Context: an optimization exercise on an open-source flow, tuned for small area and few clock cycles. The choices shown serve that exercise and are no tape-out recipe. RTL that was checked went through simulation tests only; none was proved equivalent to the original. Power and IR drop assume default switching activity.

==> flow/design.v <==
`timescale 1ns/1ns
module mul_divider
#(parameter RM = 2, parameter RD = 2)
(
    input   wire    rst,
    input   wire    clk,
    output  wire    muldiv_int,
                                        input   wire    muldiv_cn_wctrl,
                                        input   wire    muldiv_ar_wctrl,
    output  wire  [7:0] muldiv_br,      input   wire    muldiv_br_wctrl,
    output  wire  [7:0] muldiv_hr,      input   wire    muldiv_hr_wctrl,
    output  wire  [7:0] muldiv_cr,      input   wire    muldiv_cr_wctrl,
    input   wire  [7:0] dbus_wdata
  );
localparam NM = 8/RM;      
localparam ND = 16/RD;     
reg           muldiv_run;
reg           muldiv_f;
reg           muldiv_md;
reg   [1:0]   muldiv_sm;
reg   [7:0]   ar_reg;
reg   [7:0]   br_reg;
reg   [7:0]   hr_reg;
reg   [7:0]   cr_reg;
reg   [3:0]   cnt_reg;
assign  muldiv_br   =br_reg;
assign  muldiv_hr   =hr_reg;
assign  muldiv_cr   =cr_reg;
assign  muldiv_int  = muldiv_f;
wire  [7:0] a0 = muldiv_ar_wctrl ? dbus_wdata : ar_reg;
wire  [7:0] b0 = muldiv_br_wctrl ? dbus_wdata : br_reg;
wire  [7:0] h0 = muldiv_hr_wctrl ? dbus_wdata : hr_reg;
wire        start = (muldiv_cn_wctrl & dbus_wdata[5])
                  | (muldiv_ar_wctrl & (muldiv_sm==2'h1))
                  | (muldiv_br_wctrl & (muldiv_sm==2'h2))
                  | (muldiv_hr_wctrl & (muldiv_sm==2'h3));
wire        md_eff = muldiv_cn_wctrl ? dbus_wdata[3] : muldiv_md;
wire  [7:0]    m_h = start ? 8'h0 : hr_reg;
wire  [7:0]    m_c = start ? a0   : cr_reg;
wire  [RM+7:0] m_s = m_h + m_c[RM-1:0] * b0;
wire  [15:0]   m_next = {m_s, m_c[7:RM]};       
wire           m_last = (NM == 1) | (~start & (cnt_reg == NM-2));
reg   [7:0]  r_rem;
reg   [15:0] r_x;
reg   [8:0]  r_t;
reg   [9:0]  r_d;
integer j;
always @*
begin
  r_rem = start ? 8'h0 : cr_reg;
  r_x   = {h0, b0};
  for (j = 0; j < RD; j = j + 1)
  begin
    r_t   = {r_rem, r_x[15]};
    r_d   = {1'b0, r_t} - {2'b0, a0};
    r_rem = r_d[9] ? r_t[7:0] : r_d[7:0];
    r_x   = {r_x[14:0], ~r_d[9]};
  end
end
wire           d_last = ~start & (cnt_reg == ND-2);
always
@(negedge rst or posedge clk)
begin
  if(~rst)
  begin
    {muldiv_f,muldiv_run,muldiv_md,muldiv_sm}<=5'h0;
    ar_reg <=8'h0;
    br_reg <=8'h0;
    hr_reg <=8'h0;
    cr_reg <=8'h0;
    cnt_reg <=4'h0;
  end
  else
  begin
    if(muldiv_cn_wctrl) {muldiv_f,muldiv_run,muldiv_md,muldiv_sm}<={dbus_wdata[6:5],dbus_wdata[3],dbus_wdata[1:0]};
    if(muldiv_ar_wctrl) ar_reg<=dbus_wdata;
    if(muldiv_br_wctrl) br_reg<=dbus_wdata;
    if(muldiv_hr_wctrl) hr_reg<=dbus_wdata;
    if(muldiv_cr_wctrl) cr_reg<=dbus_wdata;
    if(start | muldiv_run)
    begin
      cnt_reg <= start ? 4'h0 : cnt_reg + 1'b1;
      if(~md_eff)
      begin
        {hr_reg,cr_reg} <= m_next;
        muldiv_f   <= m_last;
        muldiv_run <= ~m_last;
      end
      else
      begin
        {hr_reg,br_reg} <= r_x;
        cr_reg <= r_rem;
        muldiv_f   <= d_last;
        muldiv_run <= ~d_last;
      end
      if(muldiv_cn_wctrl & ~dbus_wdata[5])
      begin
        muldiv_f   <= dbus_wdata[6];
        muldiv_run <= 1'b0;
      end
    end
  end
end
endmodule
Settings: LEC_CHECK=0, ABC_AREA=1, CAP_MARGIN=20, CORE_MARGIN=2, CORE_UTILIZATION=65, GPL_TIMING_DRIVEN=0, PLACE_DENSITY=0.75, SLEW_MARGIN=20; clock period 5.0 ns.
run.sh (not shown) runs the stock make flow with config.mk's settings and CLKGATE_MAP_FILE= SYNTH_SCRIPT=/design/flow/synth_recipe.tcl, a recipe that flattens the netlist after the stock synthesis.
The first run ran to the end with no violations.
Change:
Settings changed: CORE_UTILIZATION 65 to 40, PLACE_DENSITY 0.75 to unset.
What happened:
- The new run completed without violations
- maximum frequency goes up by 0.91%
- power goes down by 3.1%
- die area went up by 59%
- worst setup slack gets better by 43 ps
- routed wire length falls by 1.6%
- via count goes down by about 6.5%
- count of clock-buffer cells in the layout goes up by 3
Change:
Settings changed: GPL_TIMING_DRIVEN 0 to unset.
Effect: Total power goes up by 5.6%; synthesized area is unchanged; clock skew is about the same; die area does not change; cell area goes up by about 2.6%.
No run of this note included a check of the RTL's function; only the layout flow was run.

========
## the previous run
Another version of the RTL of mul_divider (not shown whole).
Size: roughly 490 cells after synthesis, ~40 I/O pins, about 0.0035 mm² of cells after synthesis.
clock: 5.0 ns
lec_check: 0
abc_area: 1
cap_margin: 20
core_margin: 2
core_utilization: 60
gpl_timing_driven: 0
place_density: 0.75
slew_margin: 20
standard.sh (not shown) runs the stock make flow with config.mk's settings and CLKGATE_MAP_FILE= SYNTH_SCRIPT=/design/flow/synth_recipe.tcl, a recipe that flattens the netlist after the stock synthesis.
==> flow/flow/run.sh <==
#!/bin/bash
# Standard layout (the standard.sh), with the port buffers made from the
# smallest buffer cell instead of the default one, and a clock tree without dummy loads.
export BUFFER_PORTS_ARGS="-buffer_cell sky130_fd_sc_hd__buf_1"
export CTS_ARGS="-sink_clustering_enable -repair_clock_nets -dont_use_dummy_load"
bash standard.sh > standard.log 2>&1
Testbench counts of the previous run, summed over its fixed seeds: cycles 154,097.
The inputs of the current run differ from those of the previous run as listed below.
# the previous run
export LEC_CHECK = 0
export ABC_AREA = 1
export CAP_MARGIN = 20
export CORE_MARGIN = 2
export CORE_UTILIZATION = 60
export GPL_TIMING_DRIVEN = 0
export PLACE_DENSITY = 0.75
export SLEW_MARGIN = 20
create_clock -name core_clock -period 5.0 [get_ports {clk}]
# the current run
export LEC_CHECK = 0
export ABC_AREA = 1
export CAP_MARGIN = 20
export CORE_MARGIN = 2
export CORE_UTILIZATION = 40
export GPL_TIMING_DRIVEN = 0
export SLEW_MARGIN = 20
create_clock -name core_clock -period 5.0 [get_ports {clk}]
Findings:
Hold slack ends up lower on the previous run. The previous run → the current run: number of resized instances in the post-cts repair step now larger; worst setup slack now smaller; global router's overall resource usage now smaller; number of cells in the design after placement now larger; share of final-layout standard cells stronger than drive strength 1 now larger. The current run vs. the previous run: register-to-register slack now sits higher; share of the final layout cell area in sequential cells now sits lower; met3 track utilization from global routing now sits lower.

========
Setup of v59:
Another version of the RTL of mul_divider (not shown whole).
For scale: roughly 510 cells after synthesis, ~39 flip-flops, ~40 I/O pins.
clock: 5.0 ns
lec_check: 0
abc_area: 1
cap_margin: 0
core_margin: 2
core_utilization: 40
gpl_timing_driven: 0
slew_margin: 0
==> flow/flow/run.sh <==
#!/bin/bash
# Standard layout (the standard.sh), with the port buffers made from the
# smallest buffer cell instead of the default one.
export BUFFER_PORTS_ARGS="-buffer_cell sky130_fd_sc_hd__buf_1"
bash standard.sh > standard.log 2>&1
v59 went all the way through the flow, and no timing, DRC or antenna check failed.
Testbench counts of v59, summed over its fixed seeds: cycles 154,097.
Inputs modified between v59 and v1:
# v59
export LEC_CHECK = 0
export ABC_AREA = 1
export CAP_MARGIN = 0
export CORE_MARGIN = 2
export CORE_UTILIZATION = 40
export GPL_TIMING_DRIVEN = 0
export SLEW_MARGIN = 0
create_clock -name core_clock -period 5.0 [get_ports {clk}]
# v1
export LEC_CHECK = 0
export ABC_AREA = 1
export CAP_MARGIN = 20
export CORE_MARGIN = 2
export CORE_UTILIZATION = 40
export GPL_TIMING_DRIVEN = 0
export SLEW_MARGIN = 20
create_clock -name core_clock -period 5.0 [get_ports {clk}]
==> flow/flow/run.sh <==
#!/bin/bash
# Standard layout (the standard.sh), with the port buffers made from the
# smallest buffer cell instead of the default one, and a clock tree built
# from large buffers with large sink clusters.
export BUFFER_PORTS_ARGS="-buffer_cell sky130_fd_sc_hd__buf_1"
export CTS_ARGS="-sink_clustering_enable -repair_clock_nets -sink_clustering_size 40 -sink_clustering_max_diameter 400 -buf_list sky130_fd_sc_hd__clkbuf_16 -root_buf sky130_fd_sc_hd__clkbuf_16"
bash standard.sh > standard.log 2>&1
Results
- The run showing the greater pre-CTS setup slack is v59.
- The lower sequential share of layout area of v59 and v1 is in v1.
- | global-route usage | v59 vs v1 | ≈ equal |
--- input diff v1..v49 ---
==> flow/flow/run.sh <==
#!/bin/bash
# Standard layout (the standard.sh), with the port buffers made from the
# smallest buffer cell instead of the default one, and a clock tree without dummy loads.
export BUFFER_PORTS_ARGS="-buffer_cell sky130_fd_sc_hd__buf_1"
export CTS_ARGS="-sink_clustering_enable -repair_clock_nets -dont_use_dummy_load -sink_clustering_size 25 -sink_clustering_max_diameter 200"
bash standard.sh > standard.log 2>&1
- Taking v1 as the reference, in v49 slack of the critical path lower, clock latency on the worst-skew pair higher, fmax lower, logic depth of the worst register-to-register path roughly the same.
- v49 vs v1: combinational group share of total power up
- Looking at the reports, v49 completed the entire flow and the layout it produced met the timing, design-rule and antenna checks.
- Compared with v1, v49 is more frugal on power.
For v56, these inputs were changed with respect to v49:
# v49
export LEC_CHECK = 0
export ABC_AREA = 1
export CAP_MARGIN = 20
export CORE_MARGIN = 2
export CORE_UTILIZATION = 40
export GPL_TIMING_DRIVEN = 0
export SLEW_MARGIN = 20
create_clock -name core_clock -period 5.0 [get_ports {clk}]
# v56
export LEC_CHECK = 0
export ABC_AREA = 1
export CAP_MARGIN = 20
export CORE_MARGIN = 2
export CORE_UTILIZATION = 60
export GPL_TIMING_DRIVEN = 0
export PLACE_DENSITY = 0.75
export SLEW_MARGIN = 20
create_clock -name core_clock -period 5.0 [get_ports {clk}]
==> flow/flow/run.sh <==
#!/bin/bash
# Standard layout (the standard.sh), with the port buffers made from the
# smallest buffer cell instead of the default one, and a clock tree without dummy loads.
export BUFFER_PORTS_ARGS="-buffer_cell sky130_fd_sc_hd__buf_1"
export CTS_ARGS="-sink_clustering_enable -repair_clock_nets -dont_use_dummy_load"
bash standard.sh > standard.log 2>&1
### Flow results
v56 has filler cell count in the final layout below what v49 had. Summary: time the final worst path needs with I/O delays and setup, v56 better than v49. v49 → v56: utilization of the core after routing saw an increase; sequential share of layout area saw an increase.
Setup changes, v56 to v36
# v56
export LEC_CHECK = 0
export ABC_AREA = 1
export CAP_MARGIN = 20
export CORE_MARGIN = 2
export CORE_UTILIZATION = 60
export GPL_TIMING_DRIVEN = 0
export PLACE_DENSITY = 0.75
export SLEW_MARGIN = 20
create_clock -name core_clock -period 5.0 [get_ports {clk}]
# v36
export LEC_CHECK = 0
export ABC_AREA = 1
export CAP_MARGIN = 0
export CORE_MARGIN = 2
export CORE_UTILIZATION = 40
export GPL_TIMING_DRIVEN = 0
export SLEW_MARGIN = 0
create_clock -name core_clock -period 5.0 [get_ports {clk}]
### Flow results
- Clock-cell share of area of v56 is on par with v36.
- Delta (v36 minus v56): critical path depth up about 8%, portion of total power attributed to sequential cells stayed essentially flat.
- Looking at area of placed instances, v36 sits above v56.
- Compared v36 against v56; power share of the clock group within noise.
- Met1 demand-to-capacity share in global routing: v36 < v56
- The power in v36 was higher than what v56 gave.
- Comparing v56 and v36, the lower peak supply drop was measured on v36.
- In the reports for v56 and v36, the larger setup slack belongs to v56.
- v36 against v56; final non-filler cell total is up by a few percent.
Input changes introduced in v30 (baseline for comparison: v36):
# v36
export LEC_CHECK = 0
export ABC_AREA = 1
export CAP_MARGIN = 0
export CORE_MARGIN = 2
export CORE_UTILIZATION = 40
export GPL_TIMING_DRIVEN = 0
export SLEW_MARGIN = 0
create_clock -name core_clock -period 5.0 [get_ports {clk}]
# v30
export LEC_CHECK = 0
export ABC_AREA = 1
export CAP_MARGIN = 20
export CORE_MARGIN = 2
export CORE_UTILIZATION = 40
export GPL_TIMING_DRIVEN = 0
export PLACE_DENSITY = 0.45
export SLEW_MARGIN = 20
create_clock -name core_clock -period 5.0 [get_ports {clk}]
Notes after the runs:
- v30 ended up with cr_reg[4] as its capture point of the worst path; v36 ended up with cr_reg[3].
- Sort v30 and v36 by actual transition at the worst max-transition pin desc -> top: v36
- The internal power consumption on v36 is in line with that on v30.
- v36 has higher final weighted congestion in routability-driven placement than v30.
- Looking at maximum clock rate across both flows, v30 is the stronger of the two, with v36 trailing.
- Diff v36 -> v30: number of hold violations in the final report level; maximum number of pins on one net before global-route repair saw a decrease.

## port drivers added, routing unchanged
The results above use ideal ports. As a check the final layouts listed here were re-extracted and re-timed, cells and wires unchanged. Step 1 sets driving cells, clkbuf_16 on the clock port and buf_2 on the other inputs (assumed; they add their load-dependent delay and slew). Step 2 moves the port delays by t, midway between the first and last clock arrival at a register: inputs arrive t later, outputs are due t later. That takes back most of the time a late clock gives input paths. Slacks: no drivers / after step 1 / after step 2; pairs: no drivers / after step 1.
run | t, ns | setup WS [ns] | worst register clock-pin slew, ns
the first run of note 1 | 0.331 | 0.280 / 0.274 / -0.057 | 0.10 / 0.10
the second run of note 1 | 0.321 | 0.323 / 0.329 / 0.008 | 0.08 / 0.08
the third run of note 1 | 0.326 | 0.376 / 0.370 / 0.044 | 0.09 / 0.09
the previous run | 0.315 | 0.417 / 0.413 / 0.098 | 0.08 / 0.08
the current run | 0.321 | 0.408 / 0.406 / 0.085 | 0.10 / 0.10
v59 | 0.334 | 0.428 / 0.431 / 0.097 | 0.09 / 0.09
v1 | 0.317 | 0.431 / 0.441 / 0.124 | 0.06 / 0.06
v49 | 0.325 | 0.414 / 0.419 / 0.094 | 0.09 / 0.09
v56 | 0.321 | 0.469 / 0.475 / 0.154 | 0.09 / 0.09
v36 | 0.326 | 0.399 / 0.402 / 0.076 | 0.09 / 0.09
v30 | 0.331 | 0.468 / 0.474 / 0.144 | 0.09 / 0.09
Met with ideal ports but missed after step 2: setup timing in the first run of note 1. For the first run of note 1, which loses most, drivers alone change the setup slack by -0.006 ns; drivers and shift together by -0.337 ns.
